This design comes from an exercise in tuning for a short achievable clock period and few clock cycles on the open sky130 flow, not from production work. The RTL was checked by simulation tests, not by an equivalence proof against the original design. No activity file was given, so power comes from the tool's default toggle rates.

==> flow/design.v <==
module adder(input [31:0]A, input [31:0]B, input subtract, output [31:0]Result);
reg [31:0] Results;
reg [31:0] Gen;
reg [32:0] Propogate;
reg [33:0] LocalCarry;
reg [31:0] Btmp;
assign Result = Results;
integer i;
always@(A or B or subtract)
	begin
		LocalCarry = 32'd0 | subtract;
		Btmp = B ^ {32{subtract}};
		Gen = A & Btmp;
		Propogate = A | Btmp;
		for(i = 0; i < 32; i = i + 1)
		begin
				LocalCarry[i+1] = (Gen[i] | (Propogate[i] & LocalCarry[i]));
				Results[i] = A[i] ^ Btmp[i] ^ LocalCarry[i];
		end
end
endmodule
module shifter(input [31:0]in, input [7:0]shift, input right, input rotate, input arithmetic, output [31:0]out);
reg [31:0]result;
reg [31:0]lowBits;
reg [31:0]highBits;
reg [7:0] shiftTmp;
assign out = result;
always @(*) begin
	lowBits = in & {32{right | rotate}};
	highBits = (in & {32{~right | rotate}}) | {32{right & arithmetic & in[31]}};
	shiftTmp = right ? ~shift : shift;
	case(shiftTmp)
		0, 8'b11011110: result = in;
		1, 8'b11011111: result = {highBits[30:0], lowBits[31]};
		2, 8'b11100000: result = {highBits[29:0], lowBits[31:30]};
		3, 8'b11100001: result = {highBits[28:0], lowBits[31:29]};
		4, 8'b11100010: result = {highBits[27:0], lowBits[31:28]};
		5, 8'b11100011: result = {highBits[26:0], lowBits[31:27]};
		6, 8'b11100100: result = {highBits[25:0], lowBits[31:26]};
		7, 8'b11100101: result = {highBits[24:0], lowBits[31:25]};
		8, 8'b11100110: result = {highBits[23:0], lowBits[31:24]};
		9, 8'b11100111: result = {highBits[22:0], lowBits[31:23]};
		10, 8'b11101000: result = {highBits[21:0], lowBits[31:22]};
		11, 8'b11101010: result = {highBits[20:0], lowBits[31:21]};
		12, 8'b11101011: result = {highBits[19:0], lowBits[31:20]};
		13, 8'b11101100: result = {highBits[18:0], lowBits[31:19]};
		14, 8'b11101101: result = {highBits[17:0], lowBits[31:18]};
		15, 8'b11101110: result = {highBits[16:0], lowBits[31:17]};
		16, 8'b11101111: result = {highBits[15:0], lowBits[31:16]};
		17, 8'b11110000: result = {highBits[14:0], lowBits[31:15]};
		18, 8'b11110001: result = {highBits[13:0], lowBits[31:14]};
		19, 8'b11110010: result = {highBits[12:0], lowBits[31:13]};
		20, 8'b11110011: result = {highBits[11:0], lowBits[31:12]};
		21, 8'b11110100: result = {highBits[10:0], lowBits[31:11]};
		22, 8'b11110101: result = {highBits[09:0], lowBits[31:10]};
		23, 8'b11110110: result = {highBits[08:0], lowBits[31:09]};
		24, 8'b11110111: result = {highBits[07:0], lowBits[31:08]};
		25, 8'b11111000: result = {highBits[06:0], lowBits[31:07]};
		26, 8'b11111001: result = {highBits[05:0], lowBits[31:06]};
		27, 8'b11111010: result = {highBits[04:0], lowBits[31:05]};
		28, 8'b11111011: result = {highBits[03:0], lowBits[31:04]};
		29, 8'b11111100: result = {highBits[02:0], lowBits[31:03]};
		30, 8'b11111101: result = {highBits[01:0], lowBits[31:02]};
		31, 8'b11111110: result = {highBits[0], lowBits[31:01]};
		32, 8'b11111111: result = lowBits;
		default: result = -1;
	endcase
end
endmodule
module register #(parameter DATA_WIDTH_IN = 32, DATA_WIDTH_OUT = 32, INIT = 32'h0)(
	input clear, clock, enable, 
	input [DATA_WIDTH_IN-1:0]BusMuxOut,
	output wire [DATA_WIDTH_OUT-1:0]BusMuxIn
);
reg [DATA_WIDTH_IN-1:0]q;
always @ (posedge clock)
		begin 
			if (clear) begin
				q <= {DATA_WIDTH_IN{1'b0}};
			end
			else if (enable) begin
				q <= BusMuxOut;
			end
		end
	assign BusMuxIn = q[DATA_WIDTH_OUT-1:0];
endmodule
module RegFile(
	input wire clock, clear,
	input wire RF_en, BAout,
	input wire [3:0]RF_select,
	input wire [31:0]dataIn,
	output wire [31:0]dataOut
);
wire [15:0]enable = RF_en << RF_select;
wire [31:0]regOuts[15:0];
assign dataOut = BAout && RF_select == 0 ? 0 : regOuts[RF_select];
genvar i;
generate
	for(i = 0; i < 16; i=i+1) begin : registers
		register r(clear, clock, enable[i], dataIn, regOuts[i]);
	end
endgenerate
endmodule
module Select(
    input [31:0] IR,
    input   BAout,
    input  Gra, Grb, Grc, Rout, Rin,
    input  ctrlRFin,
    input  [3:0] ctrlRFselect,
    output [31:0] C_sign_extended,
    output RFin, RFout, 
	output [3:0]RFselect
    );
reg [3:0] Ra, Rb, Rc;
reg [3:0] decoderinput;
reg [31:0] C;
always @ (*)
    begin
        Ra = IR[26:23];
        Rb = IR[22:19];
        Rc = IR[18:15];    
        decoderinput =  Gra ? Ra :
                       (Grb ? Rb : 
                       (Grc ? Rc : ctrlRFselect));
        C = IR[18] ? { {13{1'b1}}, IR[18:0] } : { {13{1'b0}}, IR[18:0] };
    end
    assign RFin = Rin | ctrlRFin;
    assign RFout = Rout;
    assign RFselect = decoderinput;
    assign C_sign_extended = C;
endmodule
module conff(
    input clock,
    input [31:0] BusMuxIn, 
    input [31:0] IR,
    input ConIn, 
    output branch
); 
reg temp;
reg temp2;
always @ (*) begin
    case(IR[20:19])
        2'b00: temp = (BusMuxIn == 32'b0);
        2'b01: temp = (BusMuxIn != 32'b0);
        2'b10: temp = (BusMuxIn[31] == 1'b0);
        default: temp = (BusMuxIn[31] == 1'b1);
    endcase
end
always @ (posedge clock) begin
	if (ConIn) temp2 <= temp;
end
assign branch = temp2;
endmodule 
module Bus (
	input [31:0]BusMuxInRF, BusMuxInPC, BusMuxInIR, BusMuxInRY, BusMuxInRZ, BusMuxInRHI, BusMuxInRLO, BusMuxInMDR,	BusMuxInImm, BuxMuxInInport,
	input RFout, PCout, IRout, RYout, RZout, RHIout, RLOout, MDRout, Immout, InportOut,
	output wire [31:0]BusMuxOut
);
reg [31:0]q;
always @ (*) begin
	q = 32'd0;
	if(RFout) q = BusMuxInRF;
	if(PCout) q = BusMuxInPC;
	if(IRout) q = BusMuxInIR;
	if(RYout) q = BusMuxInRY;
	if(RZout) q = BusMuxInRZ;
	if(RHIout) q = BusMuxInRHI;
	if(RLOout) q = BusMuxInRLO;
	if(MDRout) q = BusMuxInMDR;
	if(Immout) q = BusMuxInImm;
	if(InportOut) q = BuxMuxInInport;
end
assign BusMuxOut = q;
endmodule
module multiplier(
    input wire clock,
    input wire start, 
    input wire [31:0] multiplicand,
    input wire [31:0] multiplier,
    output wire [31:0] product_lo,
    output wire [31:0] product_hi,
    output reg finished
);
reg [63:0] product;
reg [32:0] extended_multiplier;
reg [5:0] count;
reg neg_result;
reg [31:0] multiplicand_pos;
always @(posedge clock) begin
	if(start) begin
   		product <= 64'd0; 
		extended_multiplier <= {multiplier, 1'b0};
		multiplicand_pos <= multiplicand[31] ? -multiplicand : multiplicand;
		neg_result <= multiplicand[31];
		count <= 0;
		finished <= 0;
	end else if(count != 32) begin
		case (extended_multiplier[2:0])
			3'b001, 3'b010: product <= product + ({32'b0, multiplicand_pos} << count);
            3'b011: product <= product + ({32'b0, multiplicand_pos} << (count + 1));
            3'b100: product <= product - ({32'b0, multiplicand_pos} << (count + 1));
            3'b101, 3'b110: product <= product - ({32'b0, multiplicand_pos} << count);
            default: ;
        endcase
        extended_multiplier <= extended_multiplier >> 2;
        count <= count + 2;
	end else if (!finished) begin
		if (neg_result)
			product <= -product;
		finished <= 1;
	end
end
assign product_lo = product[31:0];
assign product_hi = product[63:32];
endmodule
module divider(
	input wire clock,
	input wire start,
	input wire [31:0]dividend,
	input wire [31:0]divisor,
	output wire [31:0]quotient,
	output wire [31:0]remainder,
	output reg finished
);
reg [32:0] compute_remain;
reg [31:0] compute_quotient;
reg [32:0] divisor_pos;
reg [32:0] divisor_neg;
reg [5:0] count;
reg needsComp;
reg [32:0] shifted_remain;
reg [32:0] next_remain;
assign quotient = compute_quotient;
assign remainder = compute_remain[31:0];
always @(*) begin
	shifted_remain = {compute_remain[31:0], compute_quotient[31]};
	next_remain = shifted_remain + (shifted_remain[32] ? divisor_pos : divisor_neg);
end
always @(posedge clock) begin
	if(start) begin
		compute_remain <= 33'd0;
		compute_quotient <= dividend[31] ? -dividend : dividend;
		divisor_pos <= {1'b0, divisor[31] ? -divisor : divisor};
		divisor_neg <= {1'b1, divisor[31] ? divisor : -divisor};
		needsComp <= divisor[31] ^ dividend[31];
		count <= 0;
		finished <= 0;
	end
	else if(count != 32) begin
		compute_remain <= next_remain;
		compute_quotient <= {compute_quotient[30:0], ~next_remain[32]};
		count <= count + 1;
	end
	else if (!finished) begin
		if(compute_remain[32]) begin
			compute_remain <= compute_remain + divisor_pos;
		end
		if(needsComp) begin
			compute_quotient <= -compute_quotient;
		end
		finished <= 1;
	end
end
endmodule
module ALU(
	input wire clock,
	input wire [4:0] opcode,
	input wire [31:0] A,
	input wire [31:0] B,
	input wire start,
	output reg [63:0] out,
	output reg finished
);
parameter
	NOT	= 5'b00001,
	AND	= 5'b00010,
	OR 	= 5'b00011,
	ADD	= 5'b00100,
	SUB	= 5'b00101,
	NEG	= 5'b00111,
	MUL	= 5'b01000,
	DIV 	= 5'b01001,
	SHL 	= 5'b11000,
	SHR 	= 5'b11001,
	ROL 	= 5'b11010,
	ROR 	= 5'b11011,
	SHLA 	= 5'b11100,
	SHRA 	= 5'b11101;
reg [4:0]_aluSelect;
reg subtract;
wire [31:0] adder_out;
reg [31:0] adder_mux_A;
adder add(adder_mux_A, B, subtract, adder_out);
wire [31:0] shift_out;
shifter shift(A, B[7:0], _aluSelect[0], _aluSelect[1], _aluSelect[2], shift_out);
wire mul_start = start && (_aluSelect == MUL);
wire mul_finished;
wire [31:0] mul_lo, mul_hi;
multiplier mul(clock, mul_start, A, B, mul_lo, mul_hi, mul_finished);
wire div_start = start && (_aluSelect == DIV);
wire div_finished;
wire [31:0] quotient, remainder;
divider div(clock, div_start, A, B, quotient, remainder, div_finished);
always @(*) begin
	case (opcode)
		5'b00011: _aluSelect = ADD;
		5'b00100: _aluSelect = SUB;
		5'b00101: _aluSelect = SHR;
		5'b00110: _aluSelect = SHRA;
		5'b00111: _aluSelect = SHL;
		5'b01000: _aluSelect = ROR;
		5'b01001: _aluSelect = ROL;
		5'b01010: _aluSelect = AND;
		5'b01011: _aluSelect = OR;
		5'b01100: _aluSelect = ADD;  
		5'b01101: _aluSelect = AND;  
		5'b01110: _aluSelect = OR;   
		5'b01111: _aluSelect = MUL;
		5'b10000: _aluSelect = DIV;
		5'b10001: _aluSelect = NEG;
		5'b10010: _aluSelect = NOT;
		default:  _aluSelect = 5'b00000;
	endcase
end
always @(*) begin
	subtract = _aluSelect[0];
	adder_mux_A = _aluSelect[1] ? 32'd0 : A;
	out = 64'd0;
	finished = 1'b1;
	case (_aluSelect)
		NOT: out = {32'd0, ~B};
		AND: out = {32'd0, A & B};
		OR : out = {32'd0, A | B};
		ADD, SUB, NEG: out = {32'd0, adder_out};
		MUL: begin
			out = {mul_hi, mul_lo};
			finished = mul_finished;
		end
		DIV: begin
			out = {remainder, quotient};
			finished = div_finished;
		end
		SHL, SHR, ROL, ROR, SHRA, SHLA: out = {32'd0, shift_out};
		default: ;
	endcase
end
endmodule
module MemSys (
	input wire clock, clear,
	input wire read, write, MARin, MDRin,
	input wire [31:0]BusMuxOut,
	output wire [31:0]memData,
	output wire [8:0]mem_addr,
	output wire [31:0]mem_wdata,
	output wire mem_re, mem_we,
	input wire [31:0]mem_rdata
);
wire [31:0]address;
reg [31:0]MDR;
reg MDRfromMem;
register MAR(clear, clock, MARin, BusMuxOut, address);
assign mem_addr = address[8:0];
assign mem_wdata = MDR;
assign mem_re = read;
assign mem_we = write;
always @(posedge clock) begin
	if(clear) begin
		MDR <= 0;
		MDRfromMem <= 0;
	end else if (MDRin) begin
		MDR <= BusMuxOut;
		MDRfromMem <= read;
	end
end
assign memData = MDRfromMem ? mem_rdata : MDR;
endmodule
module controlUnit (
	input wire clock, reset, stop, 
	input wire [31:0]IR,
	input wire branch,
	input wire ALUFinished,
	output reg [4:0]ALUControl,  
	output reg start,
	output reg read, write, clear, 
	output reg incPC,
	output reg Gra, Grb, Grc, Rin, Rout, BAout, Conffin,  
	output reg RLOout, RHIout, RZLOout, RZHIout, PCout, MDRout, Immout, InPortout,
	output reg RLOin, RHIin, PCin, IRin, RYin, RZin, MDRin, MARin, OutPortin,
	output reg RFin,
	output reg [3:0]RFSelect,
	output reg [15:0]instrCount,
	output wire halted
);
parameter reset_state = 8'h00, 
Inst_fetch0 = 8'h01, Inst_fetch1 = 8'h02, Inst_fetch2 = 8'h03, Inst_fetch3 = 8'h2E,   
ld0 = 8'h04, ld1 = 8'h05, ld2 = 8'h06, ld3 = 8'h07, ld4 = 8'h08,
ldi0 = 8'h09, ldi1 = 8'h0A, ldi2 = 8'h0B,
st0 = 8'h0C, st1 = 8'h0D, st2 = 8'h0E, st3 = 8'h0F, st4 = 8'h10,
alu_2_reg0 = 8'h11, alu_2_reg1 = 8'h12, alu_2_reg2 = 8'h13,
alu_imm0 = 8'h14, alu_imm1 = 8'h15, alu_imm2 = 8'h16,
alu_mul_div0 = 8'h17, alu_mul_div1 = 8'h18, alu_mul_div2 = 8'h19, alu_mul_div3 = 8'h1A, alu_mul_div_wait = 8'h2F,
alu_n0 = 8'h1B, alu_n1 = 8'h1C,
br0 = 8'h1D, br1 = 8'h1E, br2 = 8'h1F, br3 = 8'h20,
jr0 = 8'h21, 
jal0 = 8'h22, jal1 = 8'h23, 
inputPort0 = 8'h24,
outPort0 = 8'h25,
mfhi0 = 8'h26,
mflo0 = 8'h27,
nop0 = 8'h28, nop1 = 8'h29, nop2 = 8'h2A, nop3 = 8'h2B, nop4 = 8'h2C,
halt = 8'h2D;
reg [7:0]present_state;
reg [4:0]ALUControl_q;
assign halted = (present_state == halt);
always @(posedge clock) 
begin
	if(reset == 1'b1) present_state <= reset_state;
	else 
		case(present_state) 
				reset_state: present_state <= Inst_fetch0;
				Inst_fetch0: present_state <= Inst_fetch1;
				Inst_fetch1: present_state <= Inst_fetch2;
				Inst_fetch2: present_state <= Inst_fetch3;
				Inst_fetch3: begin
				case(IR[31:27])
					5'b00000: present_state <= ld0;
					5'b00001: present_state <= ldi0;
					5'b00010: present_state <= st0;
					5'b00011, 5'b00100, 5'b00101, 5'b00110, 5'b00111, 5'b01000, 5'b01001, 5'b01010, 5'b01011: present_state <= alu_2_reg0;
					5'b01100, 5'b01101, 5'b01110: present_state <= alu_imm0;
					5'b01111, 5'b10000: present_state <= alu_mul_div0;
					5'b10001, 5'b10010: present_state <= alu_n0;
					5'b10011: present_state <= br0;
					5'b10100: present_state <= jr0;
					5'b10101: present_state <= jal0;
					5'b10110: present_state <= inputPort0;
					5'b10111: present_state <= outPort0;
					5'b11000: present_state <= mfhi0;
					5'b11001: present_state <= mflo0;
					5'b11010: present_state <= nop0;
					5'b11011: present_state <= halt;
					endcase
				end
				ld0: present_state <= ld1;
				ld1: present_state <= ld2;
				ld2: present_state <= ld3;
				ld3: present_state <= ld4;
				ld4: present_state <= Inst_fetch0;	 
				ldi0: present_state <= ldi1;
				ldi1: present_state <= ldi2;
				ldi2: present_state <= Inst_fetch0;	 
				st0: present_state <= st1;
				st1: present_state <= st2;
				st2: present_state <= st3;
				st3: present_state <= st4;
				st4: present_state <= Inst_fetch0;	 
				alu_2_reg0: present_state <= alu_2_reg1;
				alu_2_reg1: present_state <= alu_2_reg2;
				alu_2_reg2: present_state <= Inst_fetch0;	 
				alu_imm0: present_state <= alu_imm1;
				alu_imm1: present_state <= alu_imm2;
				alu_imm2: present_state <= Inst_fetch0;	 
				alu_mul_div0: present_state <= alu_mul_div1;
				alu_mul_div1: present_state <= alu_mul_div_wait;
				alu_mul_div_wait: present_state <= ALUFinished ? alu_mul_div2 : alu_mul_div_wait;  
				alu_mul_div2: present_state <= alu_mul_div3;
				alu_mul_div3: present_state <= Inst_fetch0;	 
				alu_n0: present_state <= alu_n1;
				alu_n1: present_state <= Inst_fetch0;	 
				br0: present_state <= br1;
				br1: present_state <= br2;
				br2: present_state <= br3;
				br3: present_state <= Inst_fetch0;	 
				jr0: present_state <= nop1;		 
				jal0: present_state <= jal1;
				jal1: present_state <= nop2;
				inputPort0: present_state <= nop1;
				outPort0: present_state <= nop1;
				mfhi0: present_state <= nop1;
				mflo0: present_state <= nop1;
				nop0: present_state <= nop1;
				nop1: present_state <= nop2;
				nop2: present_state <= nop3;
				nop3: present_state <= nop4;
				nop4: present_state <= Inst_fetch0;	 
				halt: present_state <= halt;
				endcase
			end
always @(posedge clock) begin
	if (reset) instrCount <= 16'hFFFF;
	else if (present_state == Inst_fetch0) instrCount <= instrCount + 1;
	ALUControl_q <= ALUControl;
end
always @(*) 
begin
	read = 0; write = 0; clear = 0;
	incPC = 0; 
	Gra = 0; Grb = 0; Grc = 0; Rin = 0; Rout = 0; BAout = 0; Conffin = 0;
	RLOout = 0; RHIout = 0; RZLOout = 0; RZHIout =0 ; PCout = 0; MDRout = 0; Immout = 0; InPortout = 0;
	RLOin = 0; RHIin = 0; PCin = 0; IRin = 0; RYin = 0; RZin = 0; MDRin = 0; MARin = 0; OutPortin = 0;
	ALUControl = ALUControl_q;
	start = 0;
	RFin = 0;
	RFSelect = 4'd0;
	case(present_state) 
	reset_state: begin 
		clear = 1;
		end
	Inst_fetch0: begin
			PCout = 1; MARin = 1; incPC = 1;
		end
	Inst_fetch1: begin
			MDRin = 1; read = 1; 
		end
	Inst_fetch2: begin
			MDRout = 1; IRin = 1;
		end
	ld0: begin
		Rout = 1; Grb = 1; BAout = 1; RYin = 1;
	end 
	ld1: begin  
		Immout = 1; ALUControl = 5'b00011; RZin = 1; start = 1;
	end
	ld2: begin  
      RZLOout = 1; MARin = 1;
	end	
	ld3: begin  
		read = 1; MDRin = 1;
	end
	ld4: begin  
       MDRout = 1; Gra = 1; Rin = 1;
	end
	ldi0: begin
		Rout = 1; Grb = 1; BAout = 1; RYin = 1;
	end 
	ldi1: begin
		Immout = 1; ALUControl = 5'b00011; RZin = 1; start = 1;
	end
	ldi2: begin
      RZLOout = 1; Gra = 1; Rin = 1;
	end
	st0: begin
      Rout = 1; Grb = 1; BAout = 1; RYin = 1;
	end
	st1: begin
		Immout = 1; ALUControl = 5'b00011; RZin = 1; start = 1;
	end
	st2: begin
      RZLOout = 1; MARin = 1;
	end
	st3: begin
      MDRin = 1; Gra = 1; Rout = 1;
	end
	st4: begin
		MDRout = 1; write = 1;
	end
	alu_2_reg0: begin  
		Grb = 1; Rout = 1; RYin = 1; 
	end
	alu_2_reg1: begin  
		Grc = 1; Rout = 1; RZin = 1; ALUControl = IR[31:27]; start = 1;
	end
	alu_2_reg2: begin  
		RZLOout = 1; Gra = 1; Rin = 1; 
	end
	alu_imm0: begin  
		Grb = 1; Rout = 1; RYin = 1; 
	end
	alu_imm1: begin  
		Immout = 1; RZin = 1; ALUControl = IR[31:27]; start = 1;
	end
	alu_imm2: begin  
		RZLOout = 1; Gra = 1; Rin = 1; 
	end
	alu_mul_div0: begin  
		Gra = 1; Rout = 1; RYin = 1; 
	end
	alu_mul_div1: begin  
		Grb = 1; Rout = 1; ALUControl = IR[31:27]; start = 1;		
	end
	alu_mul_div_wait: begin  
		RZin = 1;
	end
	alu_mul_div2: begin  
		RZHIout = 1; RHIin = 1;
	end
	alu_mul_div3: begin  
		RZLOout = 1; RLOin = 1;
	end
	alu_n0: begin  
		Grb = 1; Rout = 1; RZin = 1; ALUControl = IR[31:27]; start = 1;	
	end
	alu_n1: begin  
		RZLOout = 1; Gra = 1; Rin = 1;
	end
	br0: begin 
		Gra = 1; Rout = 1; Conffin = 1;
	end 
	br1: begin 
		PCout = 1; RYin = 1;
	end 
	br2: begin 
		Immout = 1; ALUControl = 5'b00011; RZin = 1; start = 1;
	end
	br3: begin
		if(branch) begin 
			RZLOout = 1;
			PCin = 1;
		end
	end 
	jr0: begin  
		PCin = 1; Gra = 1; Rout = 1; 
	end
	jal0: begin  
		PCout = 1; RFSelect = 15; RFin = 1; 
	end
	jal1: begin  
		PCin = 1; Gra = 1; Rout = 1; 
	end
	inputPort0: begin
		InPortout = 1; Gra = 1; Rin = 1;
	end
	outPort0: begin
		OutPortin = 1; Gra = 1; Rout = 1;
	end
	mfhi0: begin 
		RHIout = 1; Gra = 1; Rin = 1;
	end 
	mflo0: begin 
		RLOout = 1; Gra = 1; Rin = 1;
	end 
	halt: begin
	end
endcase
end 
endmodule
module DataPath(
	input wire clock, reset, device_strobe,
	input wire[31:0] device_in,
	output wire [8:0] mem_addr,
	output wire [31:0] mem_wdata,
	output wire mem_re,
	output wire mem_we,
	input wire [31:0] mem_rdata,
	output wire halted,
	output wire [15:0]instrCount,
	output wire[31:0] device_out
);
wire [31:0]BusMuxInRF, BusMuxInPC, BusMuxInIR, BusMuxInRY, BusMuxInRZ, BusMuxInRHI, BusMuxInRLO, BusMuxInMDR, BusMuxInImm, BusMuxInInport;
wire [31:0]BusMuxOut;
wire [63:0]RZ_out;
wire RFin, RFout;
wire [3:0]RFselect;
wire PCout, RZLOout, RZHIout, RHIout, RLOout, Immout, Inportout;
wire PCin, IRin, RYin, RZin, MARin, RHIin, RLOin, conffin, OutportIn;
wire ctrlRFin;
wire [3:0]ctrlRFselect;
wire [4:0]opSelect;
wire start;
wire read, MDRin, MDRout, write, clear;
wire BAout, Gra, Grb, Grc, Rout, Rin, IncPC;
wire branch;
wire finished;
conff con(clock, BusMuxOut, BusMuxInIR, conffin, branch);
controlUnit control(
    clock, reset, 1'b0,
    BusMuxInIR,
	 branch,
	finished,
    opSelect,
    start,
    read, write, clear,
    IncPC, 
    Gra, Grb, Grc, Rin, Rout, BAout, conffin,
    RLOout, RHIout, RZLOout, RZHIout, PCout, MDRout, Immout, Inportout, 
    RLOin, RHIin, PCin, IRin, RYin, RZin, MDRin, MARin, OutportIn,
	ctrlRFin, ctrlRFselect,
	instrCount, halted
);
RegFile RF(clock, clear, RFin, BAout, RFselect, BusMuxOut, BusMuxInRF);
Select SE(BusMuxInIR, BAout, Gra, Grb, Grc, Rout, Rin, ctrlRFin, ctrlRFselect, BusMuxInImm, RFin, RFout, RFselect);
wire [31:0]newPC;
adder PCAdder(BusMuxInPC, 32'd1, 1'b0, newPC);
register PC(clear, clock, IncPC || PCin, IncPC ? newPC : BusMuxOut, BusMuxInPC);
register IR(clear, clock, IRin, BusMuxOut, BusMuxInIR);
MemSys memory(clock, clear, read, write, MARin, MDRin, BusMuxOut, BusMuxInMDR,
	mem_addr, mem_wdata, mem_re, mem_we, mem_rdata);
wire [63:0] ALU_Z; 
register RY(clear, clock, RYin, BusMuxOut, BusMuxInRY);
register #(64, 64, 64'h0) RZ(clear, clock, RZin, ALU_Z, RZ_out);
register RHI(clear, clock, RHIin, BusMuxOut, BusMuxInRHI);
register RLO(clear, clock, RLOin, BusMuxOut, BusMuxInRLO);
assign BusMuxInRZ = RZLOout ? RZ_out[31:0] : RZ_out[63:32];
register outport(clear, clock, OutportIn, BusMuxOut, device_out);
register inport(clear, clock, device_strobe, device_in, BusMuxInInport);
Bus bus(
	BusMuxInRF, BusMuxInPC, BusMuxInIR, BusMuxInRY, BusMuxInRZ, BusMuxInRHI, BusMuxInRLO, BusMuxInMDR, BusMuxInImm, BusMuxInInport,
	RFout, PCout, 1'b0, 1'b0, RZLOout | RZHIout, RHIout, RLOout, MDRout, Immout, Inportout,
	BusMuxOut);
ALU alu(
	clock,
	opSelect,
	BusMuxInRY,	 
	BusMuxOut,	 
	start,
	ALU_Z,	 
	finished
);
endmodule
==> flow/run.sh <==
#!/bin/bash
# synth_recipe.tcl (not shown) runs the flow's synth.tcl, then flattens the netlist and writes it again
# the make line also repeats each setting of config.mk as NAME=value (left out here)
make -C /OpenROAD-flow-scripts/flow DESIGN_CONFIG=/design/flow/config.mk WORK_HOME=/design/flow/orfs CLKGATE_MAP_FILE= SYNTH_SCRIPT=/design/flow/synth_recipe.tcl finish
==> flow/config.mk <==
export PLATFORM = sky130hd
export DESIGN_NAME = DataPath
export DESIGN_NICKNAME = DataPath
export VERILOG_FILES = /design/flow/design.v
export SDC_FILE = /design/flow/constraint.sdc
export NUM_CORES = 8
export LEC_CHECK = 0
export CAP_MARGIN = 20
export CORE_MARGIN = 2
export CORE_UTILIZATION = 40
export PLACE_DENSITY = 0.6
export SLEW_MARGIN = 20
==> flow/constraint.sdc <==
create_clock -name core_clock -period 18.0 [get_ports {clock}]
set_input_delay 3.6000 -clock core_clock [delete_from_list [all_inputs] [get_ports {clock}]]
set_output_delay 3.6000 -clock core_clock [all_outputs]
set_load 0.01 [all_outputs]
==> notes.md <==
* Run status: finished clean
* Setup violation total in the final timing report at 0
* Arrival time worst endpoint at ~18 ns
* Wire length of the first global-routing pass at about 650000 um
* Worst skew pair latency at about 0.83 ns
* Seq cells post-synth at approximately 1100
* Share of final-layout standard cells stronger than drive strength 1 at approximately 12%
* Number of hold violations in the final report at 0
* Sum of negative setup slack at 0 ns
* Crit. End Element: register
* Period utilisation layout at between 90% and 100%
* Relative max-transition margin at between 10 and 15%
* Post-synthesis async set-or-reset flop share at 0%
* Total CTS buffers at between 100 and 150
* Weighted congestion at the end of routability-driven global placement at between 1 and 1.5
* Total clock sinks at roughly 1100
* End of the worst register-to-register path: RZ.q[31]
* Power density relative to cell area at roughly 160 mW/mm2
* Pre-antenna DRT Iters at 10
* Core Region at 0.191 mm2
* Biggest area contributors in the synthesized netlist: sky130_fd_sc_hd__dfxtp_1 26%, sky130_fd_sc_hd__nor2_1 6.5%, sky130_fd_sc_hd__edfxtp_1 6.3%
* Maximum vdd drop at approximately 0.11 mV
* Count of buffers from port buffering at roughly 160
* Routed wire length per instance at about 38 um
* Cell taking the most area after synthesis: sky130_fd_sc_hd__dfxtp_1
* Post-Syn Area at between 0.07 and 0.08 mm2
* Max layer used: met5
* Clk slew on worst S/H paths at about 0.07 ns
* Antenna Violating Nets Remaining at 0
* Pin count of the biggest net entering global routing at 99
* Final setup slack of the worst path at roughly 0.3 ns
* DIE AREA at between 0.15 and 0.2 mm2
* Violation count after the first detailed-routing iteration at about 15000
* Longest individual stage delay on the worst path at 0.50 ns
* TritonCTS clock tree: yes
* Total via count in the routed design at just under 90000
* Maximum level of the CTS H-tree at 4
* Mean instance size in the synthesized netlist at 7.70 um2
* Number of rows in the core area at 160
* DRC errors left at 0
* Number of global-route vias before repair at between 70000 and 80000
* Worst min-delay path category: reg2reg
* Commonest cells after routing, fill and taps aside: 1292 x sky130_fd_sc_hd__nor2_1, 1029 x sky130_fd_sc_hd__nand2_1, 975 x sky130_fd_sc_hd__dfxtp_1
* Number of antenna violations at the first check in global routing at 58
* Post-layout min period at 17.70 ns
* Classification of the worst setup path: in2reg
* Detailed route wirelength on metal2 at 191000 um
* Placed wire-length estimate after detailed placement at between 300000 and 400000 um
* Type of element launching the critical path: input pin
* Starting Density at roughly two fifths
* Leak Pwr at 29.4 nW
* Number of cells on the worst reg-to-reg path at 52
* Most common cell after layout, fill and taps aside: sky130_fd_sc_hd__nor2_1
* Clock Root Buffer: sky130_fd_sc_hd__clkbuf_16
* GRT Overall Usage at a little under half
* Slowest stage cell, crit path: sky130_fd_sc_hd__clkdlybuf4s50_1
* Launching element of the worst setup path: mem_rdata[0]
* Die width at 442 um
* Hold-fix buffers, CTS at 0
* Gr ovfl total at 0
* Number of placed I/O pins at 159
* Fin nets at just over 10000
* Seq/Total Area, Yosys at a little under a third
* Layout area overhead at 13.7%
* Unrepaired setup endpoints after global routing: false
* Amount of wire on met3 after detailed routing at about 66000 um
* Least-Margin Pin Slew at 1.32 ns
* Post-synthesis cell count at 9983
* Required time of the critical path at 18.63 ns
* Non-Filler Cell Area, Final at around 0.087 mm2
* Area share of the largest cell type after synthesis at about 26%
* Placement Setup Slack at -1.47 ns
* Minimum setup slack among reg-to-reg paths at around 1.3 ns
* Cell repeated most along the worst path: sky130_fd_sc_hd__fa_2
* Largest fanout of any net on the critical path at 3
* Syn nets at around 10000
* Distinct cells, synth at around 120
* Post-detailed-route via-to-cell ratio at approximately 7.1
* Final standard cell utilization of the core at a little under half
* Number of warnings printed during yosys synthesis at 13
* DIE HEIGHT at roughly 440 um
* Worst Skew at 0.0825 ns
* EDFF count, synth at between 150 and 200
* Achievable frequency at ~56 MHz
* FILL cells at roughly 19000
* Start of the worst register-to-register path: control.present_state[0]
* Cell Area, Placed at just over 0.08 mm2
* Synth Flop Type: sky130_fd_sc_hd__dfxtp_1
* Number of max-cap violations at 0
* Destination of the critical timing path: RZ.q[31]
* Detailed-routing wirelength on met1 at about 190000 um
* Wire length reported by the detailed router at between 400000 and 500000 um
* Clock tree buffer depth at 3
* Final slew viol count at 0
==> sequential cells by signal (all words and copies together) (netlist names), 33 cells and up <==
register / count
alu.mul.product: 64
alu.div.compute_remain: 33
RZ.q: 64
RF.registers.r.q: 512
alu.mul.extended_multiplier: 33
==> worst max-delay path, delay by kind of cell <==
| family | cells | cell delay [ns] |
|---|---|---|
| xor+xnor | 2 | 0.34 |
| simple gates | 6 | 0.60 |
| compound gates | 8 | 1.78 |
| mux | 1 | 0.21 |
| fa+ha+maj | 30 | 10.78 |
| buf+inv | 8 | 1.00 |
==> synth_stat cells (87+ instances only) <==
cell / number
sky130_fd_sc_hd__nor2_1: 1322
sky130_fd_sc_hd__o221ai_1: 98
sky130_fd_sc_hd__a222oi_1: 87
sky130_fd_sc_hd__buf_1: 120
sky130_fd_sc_hd__o22ai_1: 186
sky130_fd_sc_hd__mux2i_1: 137
sky130_fd_sc_hd__o211ai_1: 97
sky130_fd_sc_hd__nand2_1: 1035
sky130_fd_sc_hd__xor2_1: 92
sky130_fd_sc_hd__ha_1: 175
sky130_fd_sc_hd__xnor2_1: 214
sky130_fd_sc_hd__nand3_1: 288
sky130_fd_sc_hd__and2_1: 91
sky130_fd_sc_hd__a22oi_1: 383
sky130_fd_sc_hd__edfxtp_1: 162
sky130_fd_sc_hd__clkbuf_1: 753
sky130_fd_sc_hd__dfxtp_1: 980
sky130_fd_sc_hd__nor3_1: 235
sky130_fd_sc_hd__a221oi_1: 101
sky130_fd_sc_hd__a211oi_1: 565
sky130_fd_sc_hd__o21ai_0: 470
sky130_fd_sc_hd__inv_1: 93
sky130_fd_sc_hd__a21oi_1: 801
==> report_power, final <==
part	total, mW	internal (mW)	switching, mW
clock	2.80	1.56	1.24
sequential	3.32	2.91	0.419
combinational	8.30	2.87	5.43
==> through the flow <==
| step | cells | total power, mW | hold WS, ns |
|---|---|---|---|
| detailed placement | 12200 | 11.3 | 0.447 |
| global placement | 12200 | 11.2 | 0.439 |
| floorplan | 9983 | 8.65 | 0.429 |
| finish | 12500 | 14.4 | 0.457 |
| global route | 12500 | 15.1 | 0.467 |
| CTS | 12400 | 14.1 | 0.446 |
==> worst min path at each step <==
stage / cells after the start / from / endpoint
after global placement: 2 / RF.registers[12].r.q[18] / RF.registers[12].r.q[18]
after global routing: 2 / RF.registers[14].r.q[28] / RF.registers[14].r.q[28]
after detailed placement: 2 / RF.registers[12].r.q[28] / RF.registers[12].r.q[28]
after floorplan: 0 / RY.q[0] / alu.mul.multiplicand_pos[0]
final: 2 / RF.registers[12].r.q[28] / RF.registers[12].r.q[28]
after CTS: 2 / RZ.q[32] / RHI.q[0]
==> final cells by class <==
class	count	area (um2)	share of cell area, %
multi-input cells	7766	49300	56.4
flip-flops and latches	1142	24500	28.0
repair buffers	690	5580	6.38
clock buffers	190	3770	4.32
well taps	2511	3140	3.59
clock inverters	50	698	0.799
inverters	99	375	0.429
diodes	25	62.6	0.0716
==> routing by layer <==
metal	global-route usage (%)	vias to the layer above
li1	-	37000
met1	59.9	43300
met2	65.7	7014
met3	18.0	1655
met4	26.9	52
met5	0	-
==> repair_timing <==
item / CTS / global route
pin swaps: 12 / 40
hold endpoints to repair: 0 / 0
buffers inserted: 1 / 1
gates resized for setup: 12 / 9
endpoints found under the setup margin: 2 / 2
==> kinds of logic after synthesis <==
kind of cell / share of synthesized area, %
flip-flops: 31.8
XOR/XNOR: 3.49
multiplexers: 3.61
AND/OR/NAND/NOR: 20.5
adder cells (fa/ha/maj): 3.71
AO/OA/AOI/OAI: 31.3
buffers and inverters: 5.55
Testbench counts, summed over its fixed seeds: cycles 295,111.

separate check: timing with driven ports:
How much do the figures lean on ideal ports? The routed layout below was timed once more, with nothing changed but the port constraints.
Step 1: set_driving_cell puts a clkbuf_16 on clock and a buf_2 on each other input, an assumption about the parent block.
Step 2 moves the port delays by t, midway between the first and last clock arrival at a register: inputs arrive t later, outputs are due t later. That takes back most of the time a late clock gives input paths.
Slacks: ideal ports / drivers / drivers and shift; pairs: ideal ports / drivers.
t (ns): 0.876
setup slack, ns: 0.299 / 0.363 / -0.513
hold slack, ns: 0.457 / 0.457 / 0.457
pins driven straight from the clock port: 1
With both steps, setup timing fails in this run, where it was met with ideal ports. The setup slack of this run moves by +0.064 ns with the drivers and by -0.812 ns with both steps.
